Context: an optimization exercise on an open-source flow, tuned for small area. The choices shown serve that exercise and are no tape-out recipe. Only simulation tests tie the RTL to the original design; equivalence was not proved. Power and IR drop assume default switching activity.

==> flow/design.v <==
module clock_century(
    input           clk,
    input           reset_n,
    input  [1:0]    mode,
    input  [5:0]    select,
    input           button_inc,
    input           button_dec,
    input           am_pm,
    input  [5:0]    alarm_min,
    input  [4:0]    alarm_hour,
    input           alarm_i,
    output reg      alarm_o,
    output [13:0]   led_day,
    output [13:0]   led_month,
    output [13:0]   led_year,
    output [13:0]   led_hour,
    output [13:0]   led_min,
    output [13:0]   led_sec
);
reg [2:0] st; reg [3:0] su;      
reg [2:0] mt; reg [3:0] mu;      
reg [1:0] ht; reg [3:0] hu;      
reg [1:0] dt; reg [3:0] du;      
reg [3:0] mo;                    
reg [3:0] yt; reg [3:0] yu;      
reg       alarm_en;
function [3:0] inc10;            
    input [3:0] d;
    case (d)
        4'd0: inc10 = 4'd1; 4'd1: inc10 = 4'd2; 4'd2: inc10 = 4'd3;
        4'd3: inc10 = 4'd4; 4'd4: inc10 = 4'd5; 4'd5: inc10 = 4'd6;
        4'd6: inc10 = 4'd7; 4'd7: inc10 = 4'd8; 4'd8: inc10 = 4'd9;
        default: inc10 = 4'd0;
    endcase
endfunction
function [3:0] dec10;            
    input [3:0] d;
    case (d)
        4'd1: dec10 = 4'd0; 4'd2: dec10 = 4'd1; 4'd3: dec10 = 4'd2;
        4'd4: dec10 = 4'd3; 4'd5: dec10 = 4'd4; 4'd6: dec10 = 4'd5;
        4'd7: dec10 = 4'd6; 4'd8: dec10 = 4'd7; 4'd9: dec10 = 4'd8;
        default: dec10 = 4'd9;
    endcase
endfunction
function [2:0] inc6;             
    input [2:0] d;
    case (d)
        3'd0: inc6 = 3'd1; 3'd1: inc6 = 3'd2; 3'd2: inc6 = 3'd3;
        3'd3: inc6 = 3'd4; 3'd4: inc6 = 3'd5;
        default: inc6 = 3'd0;
    endcase
endfunction
function [2:0] dec6;             
    input [2:0] d;
    case (d)
        3'd1: dec6 = 3'd0; 3'd2: dec6 = 3'd1; 3'd3: dec6 = 3'd2;
        3'd4: dec6 = 3'd3; 3'd5: dec6 = 3'd4;
        default: dec6 = 3'd5;
    endcase
endfunction
function [6:0] seg;
    input [3:0] d;
    case (d)
        4'd1: seg = 7'h79;
        4'd2: seg = 7'h24;
        4'd3: seg = 7'h30;
        4'd4: seg = 7'h19;
        4'd5: seg = 7'h12;
        4'd6: seg = 7'h02;
        4'd7: seg = 7'h78;
        4'd8: seg = 7'h00;
        4'd9: seg = 7'h10;
        default: seg = 7'h40;
    endcase
endfunction
wire run_fwd = (mode == 2'b00);
wire set_up  = (mode == 2'b01);
wire set_dn  = (mode == 2'b10);
wire run_bwd = (mode == 2'b11);
wire s_u9  = su[3] & su[0];
wire s_u0  = ~su[3] & ~su[2] & ~su[1] & ~su[0];
wire s_max = st[2] & st[0] & s_u9;                   
wire s_min = ~st[2] & ~st[1] & ~st[0] & s_u0;        
wire m_u9  = mu[3] & mu[0];
wire m_u0  = ~mu[3] & ~mu[2] & ~mu[1] & ~mu[0];
wire m_max = mt[2] & mt[0] & m_u9;
wire m_min = ~mt[2] & ~mt[1] & ~mt[0] & m_u0;
wire h_u9  = hu[3] & hu[0];
wire h_u0  = ~hu[3] & ~hu[2] & ~hu[1] & ~hu[0];
wire h_min = ~ht[1] & ~ht[0] & h_u0;
wire h_12  = ht[0] & ~hu[3] & ~hu[2] & hu[1] & ~hu[0];
wire h_24  = ht[1] & hu[2];
wire h_ge12 = ht[1] | (ht[0] & (hu[3] | hu[2] | hu[1]));
wire h_gt12 = ht[1] | (ht[0] & (hu[3] | hu[2] | (hu[1] & hu[0])));
wire h_max = am_pm ? h_12 : h_24;
wire h_ge  = am_pm ? h_ge12 : h_24;
wire h_gt  = am_pm & h_gt12;
wire d_u9  = du[3] & du[0];
wire d_u0  = ~du[3] & ~du[2] & ~du[1] & ~du[0];
wire d_min = ~dt[1] & ~dt[0] & ~du[3] & ~du[2] & ~du[1] & du[0];
wire y_u9  = yu[3] & yu[0];
wire y_u0  = ~yu[3] & ~yu[2] & ~yu[1] & ~yu[0];
wire y_max = yt[3] & yt[1];                          
wire y_min = ~yt[3] & ~yt[2] & ~yt[1] & ~yt[0] & y_u0;
wire mo_max = mo[3] & mo[2];                         
wire mo_min = ~mo[3] & ~mo[2] & ~mo[1] & mo[0];
wire leap = ~yu[0] & ((yu[1] & yt[0]) | (~yu[1] & ~yt[0]));
wire feb  = ~mo[3] & ~mo[2] & mo[1] & ~mo[0];
wire m30  = (~mo[3] & mo[2] & ~mo[0]) | (mo[3] & mo[0]);    
wire c28  = feb & ~leap;
wire c29  = feb & leap;
wire c30  = ~feb & m30;
wire c31  = ~feb & ~m30;
wire d_3x = dt[1] & dt[0];
wire d_2x = dt[1] & ~dt[0];
wire d_max = (c28 & d_2x & du[3] & ~du[0]) | (c29 & d_2x & d_u9) |
             (c30 & d_3x & ~du[0]) | (c31 & d_3x & du[0]);
wire d_ge  = (c28 & (d_3x | (d_2x & du[3]))) | (c29 & (d_3x | (d_2x & d_u9))) |
             (c30 & d_3x) | (c31 & d_3x & du[0]);
wire d_gt  = (c28 & (d_3x | (d_2x & d_u9))) | (c29 & d_3x) | (c30 & d_3x & du[0]);
wire [1:0] dm1_t = c31 ? 2'd3 : 2'd2;
wire [3:0] dm1_u = c28 ? 4'd7 : c29 ? 4'd8 : c30 ? 4'd9 : 4'd0;
wire [1:0] dim_t = (c28 | c29) ? 2'd2 : 2'd3;
wire [3:0] dim_u = c28 ? 4'd8 : c29 ? 4'd9 : c30 ? 4'd0 : 4'd1;
wire [5:0] up, dn;
assign up[0] = run_fwd | (set_up & select[0] & button_inc);
assign up[1] = run_fwd ? s_max : (set_up & select[1] & button_inc);
assign up[2] = run_fwd ? (s_max & m_max) : (set_up & select[2] & button_inc);
assign up[3] = run_fwd ? (s_max & m_max & h_max) : (set_up & select[3] & button_inc);
assign up[4] = run_fwd ? (s_max & m_max & h_max & d_max) : (set_up & select[4] & button_inc);
assign up[5] = run_fwd ? (s_max & m_max & h_max & d_max & mo_max) : (set_up & select[5] & button_inc);
assign dn[0] = run_bwd | (set_dn & select[0] & button_dec);
assign dn[1] = run_bwd ? s_min : (set_dn & select[1] & button_dec);
assign dn[2] = run_bwd ? (s_min & m_min) : (set_dn & select[2] & button_dec);
assign dn[3] = run_bwd ? (s_min & m_min & h_min) : (set_dn & select[3] & button_dec);
assign dn[4] = run_bwd ? (s_min & m_min & h_min & d_min) : (set_dn & select[4] & button_dec);
assign dn[5] = run_bwd ? (s_min & m_min & h_min & d_min & mo_min) : (set_dn & select[5] & button_dec);
always @(posedge clk or negedge reset_n) begin
    if (!reset_n) begin
        st <= 3'd0; su <= 4'd0;
    end else if (up[0]) begin
        su <= inc10(su);
        if (s_u9) st <= inc6(st);
    end else if (dn[0]) begin
        su <= dec10(su);
        if (s_u0) st <= dec6(st);
    end
end
always @(posedge clk or negedge reset_n) begin
    if (!reset_n) begin
        mt <= 3'd0; mu <= 4'd0;
    end else if (up[1]) begin
        mu <= inc10(mu);
        if (m_u9) mt <= inc6(mt);
    end else if (dn[1]) begin
        mu <= dec10(mu);
        if (m_u0) mt <= dec6(mt);
    end
end
always @(posedge clk or negedge reset_n) begin
    if (!reset_n) begin
        ht <= 2'd0; hu <= 4'd0;
    end else if (up[2]) begin
        if (h_ge)      begin ht <= 2'd0; hu <= 4'd0; end
        else begin
            hu <= inc10(hu);
            if (h_u9) ht <= {ht[0], ~ht[0]};
        end
    end else if (dn[2]) begin
        if (h_gt)       begin ht <= 2'd1; hu <= 4'd1; end
        else if (h_min) begin ht <= am_pm ? 2'd1 : 2'd2; hu <= am_pm ? 4'd2 : 4'd4; end
        else begin
            hu <= dec10(hu);
            if (h_u0) ht <= {ht[1] & ht[0], ~ht[0]};
        end
    end
end
always @(posedge clk or negedge reset_n) begin
    if (!reset_n) begin
        dt <= 2'd0; du <= 4'd1;
    end else if (up[3]) begin
        if (d_ge)      begin dt <= 2'd0; du <= 4'd1; end
        else begin
            du <= inc10(du);
            if (d_u9) dt <= {dt[1] | dt[0], ~dt[0]};
        end
    end else if (dn[3]) begin
        if (d_gt)       begin dt <= dm1_t; du <= dm1_u; end
        else if (d_min) begin dt <= dim_t; du <= dim_u; end
        else begin
            du <= dec10(du);
            if (d_u0) dt <= {dt[1] & dt[0], ~dt[0]};
        end
    end
end
always @(posedge clk or negedge reset_n) begin
    if (!reset_n) begin
        mo <= 4'd1;
    end else if (up[4]) begin
        case (mo)
            4'd1: mo <= 4'd2;  4'd2: mo <= 4'd3;  4'd3: mo <= 4'd4;
            4'd4: mo <= 4'd5;  4'd5: mo <= 4'd6;  4'd6: mo <= 4'd7;
            4'd7: mo <= 4'd8;  4'd8: mo <= 4'd9;  4'd9: mo <= 4'd10;
            4'd10: mo <= 4'd11; 4'd11: mo <= 4'd12;
            default: mo <= 4'd1;
        endcase
    end else if (dn[4]) begin
        case (mo)
            4'd2: mo <= 4'd1;  4'd3: mo <= 4'd2;  4'd4: mo <= 4'd3;
            4'd5: mo <= 4'd4;  4'd6: mo <= 4'd5;  4'd7: mo <= 4'd6;
            4'd8: mo <= 4'd7;  4'd9: mo <= 4'd8;  4'd10: mo <= 4'd9;
            4'd11: mo <= 4'd10; 4'd12: mo <= 4'd11;
            default: mo <= 4'd12;
        endcase
    end
end
always @(posedge clk or negedge reset_n) begin
    if (!reset_n) begin
        yt <= 4'd0; yu <= 4'd0;
    end else if (up[5]) begin
        if (y_max)     begin yt <= 4'd0; yu <= 4'd0; end
        else begin
            yu <= inc10(yu);
            if (y_u9) begin
                case (yt)
                    4'd0: yt <= 4'd1; 4'd1: yt <= 4'd2; 4'd2: yt <= 4'd3;
                    4'd3: yt <= 4'd4; 4'd4: yt <= 4'd5; 4'd5: yt <= 4'd6;
                    4'd6: yt <= 4'd7; 4'd7: yt <= 4'd8; 4'd8: yt <= 4'd9;
                    default: yt <= 4'd10;
                endcase
            end
        end
    end else if (dn[5]) begin
        yu <= y_min ? 4'd0 : dec10(yu);
        if (y_u0) begin
            case (yt)
                4'd1: yt <= 4'd0; 4'd2: yt <= 4'd1; 4'd3: yt <= 4'd2;
                4'd4: yt <= 4'd3; 4'd5: yt <= 4'd4; 4'd6: yt <= 4'd5;
                4'd7: yt <= 4'd6; 4'd8: yt <= 4'd7; 4'd9: yt <= 4'd8;
                4'd10: yt <= 4'd9;
                default: yt <= 4'd10;
            endcase
        end
    end
end
reg [4:0] m_half; reg [3:0] h_half;
always @(*) begin
    case ({mt, mu[3:1]})
        6'o00: m_half = 5'd0;  6'o01: m_half = 5'd1;  6'o02: m_half = 5'd2;  6'o03: m_half = 5'd3;  6'o04: m_half = 5'd4;
        6'o10: m_half = 5'd5;  6'o11: m_half = 5'd6;  6'o12: m_half = 5'd7;  6'o13: m_half = 5'd8;  6'o14: m_half = 5'd9;
        6'o20: m_half = 5'd10; 6'o21: m_half = 5'd11; 6'o22: m_half = 5'd12; 6'o23: m_half = 5'd13; 6'o24: m_half = 5'd14;
        6'o30: m_half = 5'd15; 6'o31: m_half = 5'd16; 6'o32: m_half = 5'd17; 6'o33: m_half = 5'd18; 6'o34: m_half = 5'd19;
        6'o40: m_half = 5'd20; 6'o41: m_half = 5'd21; 6'o42: m_half = 5'd22; 6'o43: m_half = 5'd23; 6'o44: m_half = 5'd24;
        6'o50: m_half = 5'd25; 6'o51: m_half = 5'd26; 6'o52: m_half = 5'd27; 6'o53: m_half = 5'd28; 6'o54: m_half = 5'd29;
        default: m_half = 5'd31;
    endcase
    case ({ht, hu[3:1]})
        5'o00: h_half = 4'd0;  5'o01: h_half = 4'd1;  5'o02: h_half = 4'd2;  5'o03: h_half = 4'd3;  5'o04: h_half = 4'd4;
        5'o10: h_half = 4'd5;  5'o11: h_half = 4'd6;  5'o12: h_half = 4'd7;  5'o13: h_half = 4'd8;  5'o14: h_half = 4'd9;
        5'o20: h_half = 4'd10; 5'o21: h_half = 4'd11; 5'o22: h_half = 4'd12; 5'o23: h_half = 4'd13; 5'o24: h_half = 4'd14;
        default: h_half = 4'd15;
    endcase
end
wire alarm_hit = (alarm_min == {m_half, mu[0]}) && (alarm_hour == {h_half, hu[0]});
always @(posedge clk or negedge reset_n) begin
    if (!reset_n) alarm_en <= 1'b0;
    else if (alarm_i) alarm_en <= ~alarm_en;
end
always @(posedge clk or negedge reset_n) begin
    if (!reset_n) alarm_o <= 1'b0;
    else if (!alarm_en) alarm_o <= 1'b0;
    else if (alarm_hit) alarm_o <= 1'b1;
end
wire mo_ten = mo[3] & (mo[2] | mo[1]);
reg [3:0] mo_u;
always @(*) begin
    case (mo)
        4'd10: mo_u = 4'd0;
        4'd11: mo_u = 4'd1;
        4'd12: mo_u = 4'd2;
        default: mo_u = mo;
    endcase
end
assign led_sec   = {seg({1'b0, st}), seg(su)};
assign led_min   = {seg({1'b0, mt}), seg(mu)};
assign led_hour  = {seg({2'b0, ht}), seg(hu)};
assign led_day   = {seg({2'b0, dt}), seg(du)};
assign led_month = {seg({3'b0, mo_ten}), seg(mo_u)};
assign led_year  = {seg(yt), seg(yu)};
endmodule
==> flow/flow/run.sh <==
#!/bin/bash
# Standard ORFS layout with three changes: no adder-cell extraction in
# synthesis, ABC's area script, and the smallest buffer on the ports.
set -euo pipefail
bash standard.sh ADDER_MAP_FILE= ABC_AREA=1 \
    "BUFFER_PORTS_ARGS=-buffer_cell sky130_fd_sc_hd__buf_1" finish > make_finish.log 2>&1
==> flow/standard.sh <==
#!/bin/bash
# synth_recipe.tcl (not shown) runs the flow's synth.tcl, then flattens the netlist and writes it again
# the make line also repeats each setting of config.mk as NAME=value (left out here)
make -C /OpenROAD-flow-scripts/flow DESIGN_CONFIG=/design/flow/config.mk WORK_HOME=/design/flow/orfs CLKGATE_MAP_FILE= SYNTH_SCRIPT=/design/flow/synth_recipe.tcl "${@:-finish}"
==> flow/config.mk <==
export PLATFORM = sky130hd
export DESIGN_NAME = clock_century
export DESIGN_NICKNAME = clock_century
export VERILOG_FILES = /design/flow/design.v
export SDC_FILE = /design/flow/constraint.sdc
export NUM_CORES = 4
export LEC_CHECK = 0
export CAP_MARGIN = 20
export CORE_MARGIN = 2
export CORE_UTILIZATION = 40
export PLACE_DENSITY = 0.6
export SLEW_MARGIN = 20
==> flow/constraint.sdc <==
create_clock -name core_clock -period 10.0 [get_ports {clk}]
set_input_delay 2.0000 -clock core_clock [delete_from_list [all_inputs] [get_ports {clk}]]
set_output_delay 2.0000 -clock core_clock [all_outputs]
set_load 0.01 [all_outputs]
==> notes.md, run 1 <==
# TYPE chip_impl_metric gauge
chip_impl_info{name="outcome",value="no timing/DRC/antenna violations"} 1
chip_impl_metric{name="grt_antenna_before_repair",unit=""} 0
chip_impl_metric{name="max-clock-path-buffers",unit=""} 2
chip_impl_metric{name="synth.ff_latch_count",unit=""} 40
chip_impl_metric{name="placedCellCount",unit=""} 1060
chip_impl_info{name="ctsRootBufferMaster",value="sky130_fd_sc_hd__clkbuf_16"} 1
chip_impl_metric{name="fp.dieArea",unit="um^2"} 12700
chip_impl_metric{name="tns",unit="ns"} 0
chip_impl_metric{name="synthesis.area_per_instance",unit="um^2"} 5.60
chip_impl_metric{name="netlist-cell-type-count",unit=""} 47
chip_impl_metric{name="routed_wirelength",unit="um"} 13100
chip_impl_metric{name="number_of_global_route_vias_before_repair",unit=""} 4719
chip_impl_metric{name="die_y",unit="um"} 113
chip_impl_metric{name="htreeDepth",unit=""} 2
chip_impl_info{name="critical_path.endpoint_type",value="primary output"} 1
chip_impl_metric{name="nets",unit=""} 949
chip_impl_metric{name="postCtsResizedCells",unit=""} 0
chip_impl_metric{name="synth.yosys.warnings",unit=""} 1
chip_impl_metric{name="clk_pin_slew",unit="ns"} 0.06
chip_impl_metric{name="power.density_cell_area",unit="nW/um^2"} 333
chip_impl_info{name="min-delay-path-class",value="flop to flop"} 1
chip_impl_metric{name="worst_ep_required_time",unit="ns"} 8.00
chip_impl_metric{name="post-cts-setup-buffer-count",unit=""} 0
chip_impl_metric{name="grt_util_all_layers",unit="%"} 20.6
chip_impl_metric{name="grt_max_degree",unit=""} 41
chip_impl_metric{name="timing_worst_slew_pin_value",unit="ns"} 0.728
chip_impl_metric{name="drc",unit=""} 0
chip_impl_metric{name="cts_inserted_buffers",unit=""} 5
chip_impl_metric{name="place_hpwl",unit="um"} 10300
chip_impl_metric{name="period_minus_slack",unit="ns"} 3.96
chip_impl_metric{name="placement_rows",unit=""} 39
chip_impl_metric{name="timing.critical_path.arrival",unit="ns"} 1.96
chip_impl_metric{name="routed-via-count",unit=""} 5438
chip_impl_metric{name="synthesis.instances",unit=""} 844
chip_impl_metric{name="ant_nets",unit=""} 0
chip_impl_metric{name="diodes",unit=""} 0
chip_impl_metric{name="routability_congestion",unit=""} 0.897
chip_impl_metric{name="post-route-period-util",unit="%"} 39.6
chip_impl_metric{name="ctsHoldBuffers",unit=""} 0
chip_impl_metric{name="post-route-cell-area",unit="um^2"} 5270
chip_impl_metric{name="power_leakage",unit="nW"} 2.64
chip_impl_info{name="grt_setup_unrepaired",value="no"} 1
chip_impl_metric{name="globalRoute.totalOverflow",unit=""} 0
chip_impl_metric{name="drive_gt1_share",unit="%"} 6.81
chip_impl_metric{name="fin_skew",unit="ns"} 0.0129
chip_impl_info{name="setup.worst_path.class",value="flop to primary output"} 1
chip_impl_metric{name="timing.final.max_slew_violations",unit=""} 0
chip_impl_metric{name="detail_route.vias_per_cell",unit=""} 5.09
chip_impl_metric{name="layout.cells.non_filler",unit=""} 1068
chip_impl_metric{name="clkSinkCount",unit=""} 40
chip_impl_info{name="cts_tree",value="done"} 1
chip_impl_metric{name="report.final.setup_viol",unit=""} 0
chip_impl_metric{name="syn_to_final_growth",unit="%"} 11.4
chip_impl_metric{name="slew_headroom",unit="%"} 51.1
chip_impl_metric{name="synthesis.area",unit="um^2"} 4730
chip_impl_metric{name="finalHoldViolations",unit=""} 0
chip_impl_metric{name="seq_area_frac_synth",unit="%"} 21.2
chip_impl_metric{name="routed_wire_length_per_instance",unit="um"} 12.3
chip_impl_metric{name="detail_route.first_pass.iterations",unit=""} 5
chip_impl_metric{name="die_x",unit="um"} 113
chip_impl_metric{name="first_iter_violations",unit=""} 385
chip_impl_metric{name="wire_length_of_the_first_global_routing_pass",unit="um"} 22200
chip_impl_metric{name="placed_area",unit="um^2"} 5100
chip_impl_metric{name="ir_worst_vdd",unit="mV"} 0.143
chip_impl_metric{name="worstPathMaxFanout",unit=""} 10
chip_impl_metric{name="maxCapViolations",unit=""} 0
chip_impl_metric{name="ios",unit=""} 110
chip_impl_metric{name="number_of_buffer_cells_added_on_primary_ports",unit=""} 104
chip_impl_metric{name="core_box_area",unit="um^2"} 11500
chip_impl_metric{name="initial_standard_cell_utilization_of_the_core",unit="%"} 41.2
chip_impl_metric{name="clock_insertion_delay_worst_skew",unit="ns"} 0.29
chip_impl_info{name="startpoint_type",value="flop"} 1
chip_impl_metric{name="max_freq",unit="MHz"} 252
## flip-flops by register name (all words and copies together) (netlist names), named ones only
name,cells
st,2
mo,4
mu,4
dt,2
su,4
alarm_o,1
yt,4
du,4
mt,2
alarm_en,1
hu,4
yu,4
ht,2
## worst paths after layout
check,from,endpoint,slack [ns],cells past startpoint
setup / recovery,mo[0],led_month[3],6.04,7
setup reg to reg,hu[3],dt[1],7.78,10
hold reg to reg,alarm_en,alarm_en,0.47,1
hold / removal,alarm_en,alarm_en,0.47,1
max in group asynchronous,reset_n,yu[1],7.84,1
min in group asynchronous,reset_n,du[1],1.75,1
## kinds of logic after synthesis
kind of cell	Yosys count	synth area share, %
xor gates and xnor gates	6	1.11
DFF	40	21.2
AOI/OAI and AO/OA	151	18.1
and+or+nand+nor	494	45.6
other	2	0.159
buffers and inverters	151	13.8
## cells in the final DEF (no fill, tap or decap), types with 9 or more instances in the layout
cell                       count
sky130_fd_sc_hd__nand3_1      50
sky130_fd_sc_hd__nand2_1     240
sky130_fd_sc_hd__inv_2        13
sky130_fd_sc_hd__nand4_1       9
sky130_fd_sc_hd__inv_1        99
sky130_fd_sc_hd__buf_1       103
sky130_fd_sc_hd__a21oi_1      39
sky130_fd_sc_hd__nor2_1      136
sky130_fd_sc_hd__o21ai_0      74
sky130_fd_sc_hd__nor3_1       16
sky130_fd_sc_hd__dfrtp_1      38
sky130_fd_sc_hd__nand3b_1     10
sky130_fd_sc_hd__a31oi_1      11
## critical path, stage by stage (launching register included)
cell                       delay [ns]
sky130_fd_sc_hd__dfstp_2         0.65
sky130_fd_sc_hd__nor2_1          0.11
sky130_fd_sc_hd__nor2_1          0.22
sky130_fd_sc_hd__inv_1           0.13
sky130_fd_sc_hd__nand3_1         0.11
sky130_fd_sc_hd__o21ai_0         0.11
sky130_fd_sc_hd__a211oi_1        0.17
sky130_fd_sc_hd__buf_1           0.17
## per-layer routing
metal	GRT usage [%]	up-vias	part of all wire, %
met5	0	-	0
met4	3.90	0	0.96
met3	3.32	13	5.4
met2	32.7	164	45
met1	29.8	2404	49
li1	-	2857	-
## synth_stat cells, drive strengths merged
master / n / area [um^2]
a211oi: 4 / 30.0
a21boi: 1 / 7.51
a21oi: 41 / 220
a22oi: 4 / 30.0
a31oi: 11 / 68.8
a32oi: 1 / 8.76
buf: 27 / 185
clkbuf: 7 / 26.3
clkinv: 4 / 16.3
conb: 2 / 7.51
dfrtp: 38 / 951
dfstp: 2 / 52.6
inv: 113 / 427
nand2: 253 / 1010
nand3: 53 / 280
nand3b: 10 / 75.1
nand4: 10 / 68.8
nor2: 148 / 606
nor3: 18 / 106
nor3b: 1 / 7.51
nor4: 1 / 6.26
o211ai: 4 / 30.0
o21ai: 80 / 419
o21bai: 1 / 11.3
o221ai: 1 / 8.76
o22ai: 2 / 12.5
o31ai: 1 / 7.51
xnor2: 2 / 17.5
xor2: 4 / 35.0
## cell type report
class                      instances  area (um^2)
inverter                         117          443
multi-input combinational        656         3080
clock buffer                       5          125
tap                              143          179
sequential                        40         1000
timing repair buffer             104          394
fill                            1299         6200
clock inverter                     3         42.5
## metrics by stage
| stage | setup WS [ns] | power [mW] | utilization [%] | hold WS, ns |
|---|---|---|---|---|
| floorplan | 6.52 | 1.28 | - | 0.436 |
| global placement | 6.30 | 1.57 | 44.5 | 0.460 |
| detailed placement | 6.25 | 1.56 | 44.5 | 0.469 |
| CTS | 6.03 | 1.76 | 46.0 | 0.477 |
| global route | 5.81 | 1.97 | 46.0 | 0.487 |
| finish | 6.04 | 1.75 | 46.0 | 0.466 |
## report_power, final
group / switching [mW] / internal, mW
combinational: 0.783 / 0.384
sequential: 0.165 / 0.235
clock: 0.0678 / 0.117
==> run 2, diff against run 1 <==
==> flow/run.sh (new file) <==
#!/bin/bash
# synth_recipe.tcl (not shown) runs the flow's synth.tcl, then flattens the netlist and writes it again
# the make line also repeats each setting of config.mk as NAME=value (left out here)
make -C /OpenROAD-flow-scripts/flow DESIGN_CONFIG=/design/flow/config.mk WORK_HOME=/design/flow/orfs CLKGATE_MAP_FILE= SYNTH_SCRIPT=/design/flow/synth_recipe.tcl finish
removed: flow/flow/run.sh
removed: flow/standard.sh
==> run 2 against run 1 <==
Against the previous run: synthesized cell count is 5.1% lower; still clean on timing, DRC and antenna; register-to-register slack worse by 0.86 ns; highest routed layer unchanged; combinational power grew about 30%; via count rose by 7.8%; clock skew shrank 0.0075 ns.
==> notes.md, run 2 <==
# TYPE chip_impl_metric gauge
chip_impl_info{name="outcome",value="no timing/DRC/antenna violations"} 1
chip_impl_info{name="startpoint_type",value="flop"} 1
chip_impl_metric{name="number_of_global_route_vias_before_repair",unit=""} 5388
chip_impl_metric{name="post-cts-setup-buffer-count",unit=""} 0
chip_impl_metric{name="ios",unit=""} 110
chip_impl_metric{name="clockPowerShare",unit="%"} 7.3
chip_impl_metric{name="clkSinkCount",unit=""} 40
chip_impl_metric{name="maxCapViolations",unit=""} 0
chip_impl_info{name="grt_setup_unrepaired",value="no"} 1
chip_impl_info{name="worst_reg2reg_endpoint",value="yt[0]"} 1
chip_impl_metric{name="placement_rows",unit=""} 43
chip_impl_metric{name="worst_ep_required_time",unit="ns"} 8.00
chip_impl_info{name="synth_ff_type",value="sky130_fd_sc_hd__dfrtp_1"} 1
chip_impl_metric{name="syn_to_final_growth",unit="%"} 19.2
chip_impl_metric{name="timing.critical_path.arrival",unit="ns"} 3.43
chip_impl_metric{name="synthesis.instances",unit=""} 801
chip_impl_metric{name="max_freq",unit="MHz"} 184
chip_impl_info{name="worst_hold_path.endpoint",value="alarm_o"} 1
chip_impl_metric{name="power.density_cell_area",unit="nW/um^2"} 324
chip_impl_info{name="synth_most_common_cell",value="sky130_fd_sc_hd__nand2_1"} 1
chip_impl_metric{name="tns",unit="ns"} 0
chip_impl_metric{name="seq_area_frac_synth",unit="%"} 17.6
chip_impl_metric{name="globalRoute.totalOverflow",unit=""} 0
chip_impl_metric{name="period_minus_slack",unit="ns"} 5.43
chip_impl_metric{name="first_iter_violations",unit=""} 366
chip_impl_metric{name="cts_inserted_buffers",unit=""} 5
chip_impl_info{name="cts_tree",value="done"} 1
chip_impl_metric{name="worstRegToRegCells",unit=""} 7
chip_impl_metric{name="drc",unit=""} 0
chip_impl_metric{name="layout.filler_cells",unit=""} 1385
chip_impl_metric{name="worstHoldPathCells",unit=""} 2
chip_impl_info{name="min-delay-path-class",value="flop to flop"} 1
chip_impl_info{name="synth.largest_area_cell",value="sky130_fd_sc_hd__dfrtp_1"} 1
chip_impl_metric{name="finalHoldViolations",unit=""} 0
chip_impl_metric{name="die_y",unit="um"} 123
chip_impl_metric{name="synth.ff_latch_count",unit=""} 40
chip_impl_metric{name="grt_util_all_layers",unit="%"} 20.3
chip_impl_metric{name="synthesis.area_per_instance",unit="um^2"} 7.10
chip_impl_metric{name="synth.yosys.warnings",unit=""} 1
chip_impl_metric{name="total_power",unit="mW"} 2.20
chip_impl_metric{name="routed_wire_length_per_instance",unit="um"} 15.1
chip_impl_metric{name="clock_insertion_delay_worst_skew",unit="ns"} 0.29
chip_impl_metric{name="initial_standard_cell_utilization_of_the_core",unit="%"} 41.0
chip_impl_metric{name="fin_skew",unit="ns"} 0.00542
chip_impl_metric{name="ir_worst_vdd",unit="mV"} 0.146
chip_impl_metric{name="timing.final.max_slew_violations",unit=""} 0
chip_impl_metric{name="fraction_of_synthesized_cell_area_taken_by_the_top_area_cell_type",unit="%"} 16.7
chip_impl_metric{name="worstPathMaxFanout",unit=""} 28
chip_impl_metric{name="drive_gt1_share",unit="%"} 3.19
chip_impl_metric{name="max-clock-path-buffers",unit=""} 2
chip_impl_info{name="synth_area_leaders",value="sky130_fd_sc_hd__dfrtp_1, sky130_fd_sc_hd__ha_1, sky130_fd_sc_hd__nand2_1"} 1
chip_impl_metric{name="detail_route.first_pass.iterations",unit=""} 5
chip_impl_metric{name="place_worst_setup_slack",unit="ns"} 4.96
chip_impl_metric{name="finalWorstSetupSlack",unit="ns"} 4.57
chip_impl_metric{name="post-route-util",unit="%"} 48.9
chip_impl_metric{name="report.final.setup_viol",unit=""} 0
chip_impl_metric{name="synthesis.area",unit="um^2"} 5690
chip_impl_metric{name="power_leakage",unit="nW"} 2.79
chip_impl_metric{name="nets",unit=""} 927
chip_impl_metric{name="timing_worst_slew_pin_value",unit="ns"} 0.985
chip_impl_metric{name="internal_power",unit="mW"} 1.09
chip_impl_metric{name="fp.dieArea",unit="um^2"} 15200
chip_impl_metric{name="routed_wirelength",unit="um"} 15500
chip_impl_metric{name="synthArstFlopShare",unit="%"} 100
chip_impl_metric{name="htreeDepth",unit=""} 2
chip_impl_metric{name="place_hpwl",unit="um"} 11300
chip_impl_info{name="ctsRootBufferMaster",value="sky130_fd_sc_hd__clkbuf_16"} 1
chip_impl_metric{name="synth_enable_flop_cells",unit=""} 0
chip_impl_metric{name="grt_max_degree",unit=""} 41
chip_impl_metric{name="netlist-cell-type-count",unit=""} 82
chip_impl_metric{name="grt_antenna_before_repair",unit=""} 0
chip_impl_metric{name="ant_nets",unit=""} 0
chip_impl_metric{name="ctsHoldBuffers",unit=""} 0
chip_impl_info{name="hold_path.startpoint",value="alarm_o"} 1
chip_impl_metric{name="number_of_buffer_cells_added_on_primary_ports",unit=""} 104
chip_impl_metric{name="slew_headroom",unit="%"} 34.4
chip_impl_metric{name="multi_input_area",unit="um^2"} 4230
chip_impl_info{name="synthTopCellsByCount",value="sky130_fd_sc_hd__nand2_1, sky130_fd_sc_hd__nor2_1, sky130_fd_sc_hd__a21oi_1, sky130_fd_sc_hd__o21ai_0, sky130_fd_sc_hd__ha_1"} 1
chip_impl_metric{name="wire_length_of_the_first_global_routing_pass",unit="um"} 25400
chip_impl_metric{name="sequential_cell_area",unit="um^2"} 1000
chip_impl_info{name="critical_path.endpoint_type",value="primary output"} 1
chip_impl_metric{name="diodes",unit=""} 0
chip_impl_metric{name="swShare",unit="%"} 50.4
chip_impl_info{name="mostFrequentLayoutCells",value="sky130_fd_sc_hd__clkdlybuf4s50_1, sky130_fd_sc_hd__nand2_1, sky130_fd_sc_hd__nor2_1"} 1
chip_impl_info{name="layout_commonest_cell",value="sky130_fd_sc_hd__clkdlybuf4s50_1"} 1
chip_impl_metric{name="power_frac_comb",unit="%"} 69.3
chip_impl_info{name="r2r_start",value="mo[3]"} 1
chip_impl_metric{name="core_box_area",unit="um^2"} 13900
chip_impl_metric{name="die_x",unit="um"} 123
chip_impl_metric{name="seq_power_share",unit="%"} 23.4
chip_impl_info{name="setup.worst_path.class",value="flop to primary output"} 1
chip_impl_metric{name="detail_route.vias_per_cell",unit=""} 5.71
chip_impl_metric{name="post-route-period-util",unit="%"} 54.3
chip_impl_metric{name="routed-via-count",unit=""} 5861
chip_impl_metric{name="routability_congestion",unit=""} 0.889
chip_impl_metric{name="clk_pin_slew",unit="ns"} 0.06
chip_impl_metric{name="postCtsResizedCells",unit=""} 0
chip_impl_metric{name="setup.reg_to_reg.worst_slack",unit="ns"} 6.92
chip_impl_metric{name="switchingPower",unit="mW"} 1.11
run 2: cell count changes in the layout (fill, tap and decap cells not counted), moves of 33 or more:
cell,before,now
sky130_fd_sc_hd__ha_1,0,56
sky130_fd_sc_hd__inv_1,99,37
sky130_fd_sc_hd__nand3_1,50,17
sky130_fd_sc_hd__nand2_1,240,94
sky130_fd_sc_hd__clkdlybuf4s50_1,0,103
sky130_fd_sc_hd__nor2_1,136,82
sky130_fd_sc_hd__buf_1,103,0
run 2: cells by family after synthesis:
logic type               share of synthesized area (%)
adder cells (fa/ha/maj)                           12.3
buffers and inverters                             8.18
AND/OR/NAND/NOR                                   26.4
multiplexers                                      3.23
AO/OA/AOI/OAI                                     29.2
flip-flops                                        17.6
XOR/XNOR                                          2.93
other                                            0.132
run 2: worst max path at each step:
stage                     startpoint            to  slack [ns]  depth (start not counted)
final                          mo[2]  led_month[5]        4.57                          9
after global routing           mo[2]  led_month[3]        4.35                          9
after CTS                      mo[0]  led_month[5]        4.64                         11
after detailed placement       mo[0]  led_month[5]        4.96                         11
after global placement         mo[0]  led_month[3]        5.02                         11
after floorplan                mo[0]  led_month[3]        5.53                         11
run 2: area by class of cell:
| class | instances | share of cell area [%] |
|---|---|---|
| clock inverters | 1 | 0.0738 |
| inverters | 38 | 2.10 |
| multi-input cells | 656 | 62.4 |
| repair buffers | 105 | 15.4 |
| clock buffers | 7 | 1.96 |
| well taps | 180 | 3.32 |
| flip-flops and latches | 40 | 14.8 |
run 2: power by group through the flow:
stage	combinational (mW)	clock, mW	sequential (mW)
6_report	1.52	0.161	0.514
5_1_grt	1.71	0.171	0.546
4_1_cts	1.53	0.165	0.509
3_5_place_dp	1.52	0	0.512
3_3_place_gp	1.50	0	0.508
2_1_floorplan	1.17	0	0.308
run 2: critical path: stages, from the launching register on:
cell                              delay, ns
sky130_fd_sc_hd__dfrtp_1               0.88
sky130_fd_sc_hd__inv_1                 0.30
sky130_fd_sc_hd__o211ai_1              0.45
sky130_fd_sc_hd__a32o_1                0.26
sky130_fd_sc_hd__inv_1                 0.08
sky130_fd_sc_hd__ha_1                  0.22
sky130_fd_sc_hd__nor2_1                0.11
sky130_fd_sc_hd__a21oi_1               0.06
sky130_fd_sc_hd__o22ai_1               0.18
sky130_fd_sc_hd__clkdlybuf4s50_1       0.60
run 2: metrics by stage:
step,hold WS (ns),area (um^2),cells
floorplan,0.462,5700,804
global placement,0.469,6650,1019
detailed placement,0.485,6650,1019
CTS,0.499,6780,1027
global route,0.544,6780,1027
finish,0.491,6780,1027
run 2: routing by layer:
metal  track usage, %  vias to the layer above  part of all wire, %
li1                 -                     2926                    -
met1             27.5                     2759                   47
met2             33.2                      155                   47
met3             3.18                       21                  4.7
met4             5.97                        0                  1.7
met5                0                        -                    0
==> run 3, diff against run 2 <==
==> flow/flow/run.sh (new file) <==
#!/bin/bash
# The standard ORFS layout (standard.sh), with these changes:
#  - synthesis maps no half/full-adder cells and uses ABC with an
#    area-oriented script (flow/abc_area.script, in a copy of ORFS's scripts);
#  - the ports are buffered with the smallest buffer;
#  - the clock tree uses one buffer size and no dummy loads.
# Each step's full log is in orfs/logs/; make's output is in make_*.log.
set -euo pipefail
cp -r "$FLOW_HOME/scripts" scripts_local
cp flow/abc_area.script scripts_local/abc_area.script
bash standard.sh SCRIPTS_DIR="$PWD/scripts_local" ADDER_MAP_FILE= ABC_AREA=1 \
    "BUFFER_PORTS_ARGS=-buffer_cell sky130_fd_sc_hd__buf_1" \
    "CTS_ARGS=-sink_clustering_enable -repair_clock_nets -dont_use_dummy_load -root_buf sky130_fd_sc_hd__clkbuf_8 -buf_list sky130_fd_sc_hd__clkbuf_8 -sink_clustering_size 50 -sink_clustering_max_diameter 500" \
    finish > make_finish.log 2>&1
==> flow/flow/abc_area.script (new file) <==
strash
dc2
dch -f
map -a
topo
strash
dch -f
map -a
topo
==> flow/standard.sh (new file) <==
#!/bin/bash
# synth_recipe.tcl (not shown) runs the flow's synth.tcl, then flattens the netlist and writes it again
# the make line also repeats each setting of config.mk as NAME=value (left out here)
make -C /OpenROAD-flow-scripts/flow DESIGN_CONFIG=/design/flow/config.mk WORK_HOME=/design/flow/orfs CLKGATE_MAP_FILE= SYNTH_SCRIPT=/design/flow/synth_recipe.tcl "${@:-finish}"
removed: flow/run.sh
==> run 3 against run 2 <==
Against the previous run: maximum frequency grew 14%; first-iteration DRC count shrank 37%; count of clock-buffer cells in the layout shrank 2.
==> notes.md, run 3 <==
# TYPE chip_impl_metric gauge
chip_impl_metric{name="period_minus_slack",unit="ns"} 4.75
chip_impl_info{name="synth_area_leaders",value="sky130_fd_sc_hd__dfrtp_1, sky130_fd_sc_hd__nor2_1, sky130_fd_sc_hd__clkinv_1"} 1
chip_impl_metric{name="ir_worst_vdd",unit="mV"} 0.152
chip_impl_metric{name="synthArstFlopShare",unit="%"} 100
chip_impl_metric{name="grt_max_degree",unit=""} 41
chip_impl_info{name="setup.worst_path.class",value="input pin to flop"} 1
chip_impl_metric{name="wire_length_of_the_first_global_routing_pass",unit="um"} 18900
chip_impl_metric{name="diodes",unit=""} 0
chip_impl_metric{name="placed_area",unit="um^2"} 4450
chip_impl_info{name="synth_ff_type",value="sky130_fd_sc_hd__dfrtp_1"} 1
chip_impl_metric{name="syn_to_final_growth",unit="%"} 14.0
chip_impl_info{name="cts_tree",value="done"} 1
chip_impl_metric{name="switchingPower",unit="mW"} 0.928
chip_impl_metric{name="worst_ep_required_time",unit="ns"} 10.20
chip_impl_metric{name="detail_route.vias_per_cell",unit=""} 5.38
chip_impl_metric{name="ant_nets",unit=""} 0
chip_impl_metric{name="post-cts-setup-buffer-count",unit=""} 0
chip_impl_info{name="mostFrequentLayoutCells",value="sky130_fd_sc_hd__nor2_1, sky130_fd_sc_hd__clkinv_1, sky130_fd_sc_hd__buf_1"} 1
chip_impl_metric{name="place_worst_setup_slack",unit="ns"} 5.02
chip_impl_metric{name="synth_enable_flop_cells",unit=""} 0
chip_impl_metric{name="grt_antenna_before_repair",unit=""} 0
chip_impl_metric{name="post-route-cell-area",unit="um^2"} 4510
chip_impl_metric{name="htreeDepth",unit=""} 2
chip_impl_info{name="synth_most_common_cell",value="sky130_fd_sc_hd__nor2_1"} 1
chip_impl_metric{name="number_of_buffer_cells_added_on_primary_ports",unit=""} 104
chip_impl_metric{name="routed_wirelength",unit="um"} 11600
chip_impl_metric{name="drive_gt1_share",unit="%"} 1.17
chip_impl_info{name="grt_setup_unrepaired",value="no"} 1
chip_impl_metric{name="max_freq",unit="MHz"} 211
chip_impl_metric{name="clock_insertion_delay_worst_skew",unit="ns"} 0.29
chip_impl_info{name="synth.largest_area_cell",value="sky130_fd_sc_hd__dfrtp_1"} 1
chip_impl_metric{name="fp.dieArea",unit="um^2"} 10700
chip_impl_info{name="crit_family",value="simple AND/OR/NAND/NOR gates"} 1
chip_impl_metric{name="drc",unit=""} 0
chip_impl_metric{name="layout.cells.non_filler",unit=""} 905
chip_impl_metric{name="ctsHoldBuffers",unit=""} 0
chip_impl_metric{name="synthesis.instances",unit=""} 672
chip_impl_metric{name="slew_headroom",unit="%"} 42.3
chip_impl_metric{name="power.density_cell_area",unit="nW/um^2"} 346
chip_impl_metric{name="timing_worst_slew_pin_value",unit="ns"} 0.860
chip_impl_metric{name="fraction_of_synthesized_cell_area_taken_by_the_top_area_cell_type",unit="%"} 24.0
chip_impl_metric{name="core_box_area",unit="um^2"} 9680
chip_impl_metric{name="post-route-util",unit="%"} 46.6
chip_impl_metric{name="initial_standard_cell_utilization_of_the_core",unit="%"} 40.9
chip_impl_metric{name="synthesis.area",unit="um^2"} 3960
chip_impl_metric{name="worst-path-buf-inv",unit=""} 3
chip_impl_info{name="startpoint_type",value="input pin"} 1
chip_impl_metric{name="clkSinkCount",unit=""} 40
chip_impl_metric{name="placedCellCount",unit=""} 900
chip_impl_info{name="cpMostUsedCell",value="sky130_fd_sc_hd__o21ai_0"} 1
chip_impl_metric{name="total_power",unit="mW"} 1.56
chip_impl_info{name="critical_path.endpoint_type",value="flop"} 1
chip_impl_info{name="synthTopCellsByCount",value="sky130_fd_sc_hd__nor2_1, sky130_fd_sc_hd__clkinv_1, sky130_fd_sc_hd__o21ai_0, sky130_fd_sc_hd__nand2_1, sky130_fd_sc_hd__a21oi_1"} 1
chip_impl_metric{name="post-route-period-util",unit="%"} 47.5
chip_impl_metric{name="place_hpwl",unit="um"} 9300
chip_impl_metric{name="power_frac_comb",unit="%"} 70.1
chip_impl_info{name="crit_path_cell_trace",value="buf_1 > nor2_1 > nand3_1 > clkinv_1 > nand2_1 > nor3_1 > nand3_1 > o21ai_0 > clkinv_1 > o221ai_1 > o21ai_0 > nor3_1 > o21ai_0 > o21ai_0"} 1
chip_impl_metric{name="routed-via-count",unit=""} 4865
chip_impl_metric{name="seq_power_share",unit="%"} 23.6
chip_impl_metric{name="holdWs",unit="ns"} 0.472
chip_impl_info{name="slowest_stage",value="sky130_fd_sc_hd__nor3_1"} 1
chip_impl_metric{name="synthesis.area_per_instance",unit="um^2"} 5.89
chip_impl_metric{name="tns",unit="ns"} 0
chip_impl_metric{name="ios",unit=""} 110
chip_impl_metric{name="timing.critical_path.arrival",unit="ns"} 4.94
chip_impl_metric{name="finalHoldViolations",unit=""} 0
chip_impl_metric{name="critical_path_depth",unit=""} 14
chip_impl_metric{name="postCtsResizedCells",unit=""} 0
chip_impl_metric{name="seq_area_frac_synth",unit="%"} 25.3
chip_impl_metric{name="grt_util_all_layers",unit="%"} 21.5
chip_impl_metric{name="max-clock-path-buffers",unit=""} 2
chip_impl_info{name="layout_commonest_cell",value="sky130_fd_sc_hd__nor2_1"} 1
chip_impl_metric{name="placement_rows",unit=""} 36
chip_impl_metric{name="globalRoute.totalOverflow",unit=""} 0
chip_impl_metric{name="worstRegToRegCells",unit=""} 17
chip_impl_metric{name="nets",unit=""} 799
chip_impl_info{name="min-delay-path-class",value="flop to flop"} 1
chip_impl_metric{name="worstPathMaxFanout",unit=""} 9
chip_impl_info{name="ctsRootBufferMaster",value="sky130_fd_sc_hd__clkbuf_8"} 1
chip_impl_metric{name="synth.yosys.warnings",unit=""} 1
chip_impl_metric{name="maxCapViolations",unit=""} 0
chip_impl_metric{name="synth.ff_latch_count",unit=""} 40
chip_impl_metric{name="worstHoldPathCells",unit=""} 1
chip_impl_info{name="outcome",value="no timing/DRC/antenna violations"} 1
chip_impl_metric{name="routability_congestion",unit=""} 0.919
chip_impl_metric{name="number_of_global_route_vias_before_repair",unit=""} 4081
chip_impl_metric{name="first_iter_violations",unit=""} 231
chip_impl_metric{name="swShare",unit="%"} 59.4
chip_impl_metric{name="fin_skew",unit="ns"} 0.0158
chip_impl_metric{name="internal_power",unit="mW"} 0.635
chip_impl_metric{name="power_leakage",unit="nW"} 1.67
chip_impl_metric{name="die_y",unit="um"} 103
chip_impl_metric{name="finalWorstSetupSlack",unit="ns"} 5.25
chip_impl_metric{name="clk_pin_slew",unit="ns"} 0.08
chip_impl_metric{name="clockPowerShare",unit="%"} 6.3
chip_impl_metric{name="die_x",unit="um"} 103
chip_impl_metric{name="crit_path_max_incr_delay",unit="ns"} 0.56
chip_impl_metric{name="timing.final.max_slew_violations",unit=""} 0
chip_impl_metric{name="cts_inserted_buffers",unit=""} 5
chip_impl_metric{name="routed_wire_length_per_instance",unit="um"} 12.8
chip_impl_metric{name="report.final.setup_viol",unit=""} 0
chip_impl_metric{name="detail_route.first_pass.iterations",unit=""} 5
chip_impl_metric{name="netlist-cell-type-count",unit=""} 31
[run 3: kinds of logic after synthesis]
family / synth area share [%]
AO/OA/AOI/OAI: 30.2
XOR/XNOR: 1.99
buffers and inverters: 13.1
flip-flops: 25.3
other: 0.190
AND/OR/NAND/NOR: 29.1
[run 3: worst paths after layout]
kind | startpoint | slack (ns) | endpoint
worst max-delay path | mode[1] | 5.25 | yt[1]
min in group asynchronous | reset_n | 1.76 | asynchronous set/reset pin
worst max register to register | mo[3] | 5.90 | yt[1]
max in group asynchronous | reset_n | 7.86 | du[0]
worst min-delay path | alarm_en | 0.47 | alarm_en
worst min register to register | alarm_en | 0.47 | alarm_en
[run 3: cell type report]
| class | instances | area [um^2] |
|---|---|---|
| inverter | 114 | 428 |
| multi-input combinational | 508 | 2450 |
| tap | 133 | 166 |
| clock buffer | 5 | 68.8 |
| fill | 1067 | 5170 |
| timing repair buffer | 105 | 399 |
| sequential | 40 | 1000 |
[run 3: layer usage]
metal	wire [um]	share of wire, %	GRT usage, %	vias up
met5	0	0	0	-
met4	129	1.1	4.25	0
met3	721	6.2	2.89	13
met2	5150	45	34.0	167
met1	5560	48	31.6	2191
li1	-	-	-	2494
[run 3: power by group through the flow]
stage               Combinational [mW]  Clock [mW]  Sequential [mW]
floorplan                        0.820           0            0.331
global placement                  1.08           0            0.368
detailed placement                1.09           0            0.367
CTS                               1.09       0.103            0.365
global route                      1.25       0.110            0.386
finish                            1.10      0.0981            0.369

-- afterwards: timing with drivers on the ports --
Ports are ideal in the flow. The routed layouts listed here were re-timed in OpenROAD.
Step 1 assumes that a clkbuf_16 drives the clock port and a buf_2 every other input.
Step 2 adds t to the input delays and takes it off the output delays; t is the mean of the earliest and latest rising clock arrival at the registers after step 1. Input paths then give back, and output paths get back, about the clock's delay inside the block.
Slacks: ideal ports / drivers / drivers and shift; pairs: ideal ports / drivers.
run | t, ns | setup slack, ns | clock arrival spread, ns | slew at the worst register clock pin (ns) | worst slew at a driven data input, ns
run 1 | 0.320 | 6.036 / 5.999 / 6.218 | 0.013 / 0.012 | 0.07 / 0.07 | 0.05
run 2 | 0.327 | 4.570 / 4.533 / 4.859 | 0.005 / 0.005 | 0.06 / 0.06 | 0.07
run 3 | 0.316 | 5.253 / 5.260 / 4.944 | 0.016 / 0.016 | 0.08 / 0.08 | 0.05
After both steps setup and hold are still met in every run listed. The setup slack of run 3, which loses most, moves by +0.007 ns with the drivers and by -0.309 ns with both steps.
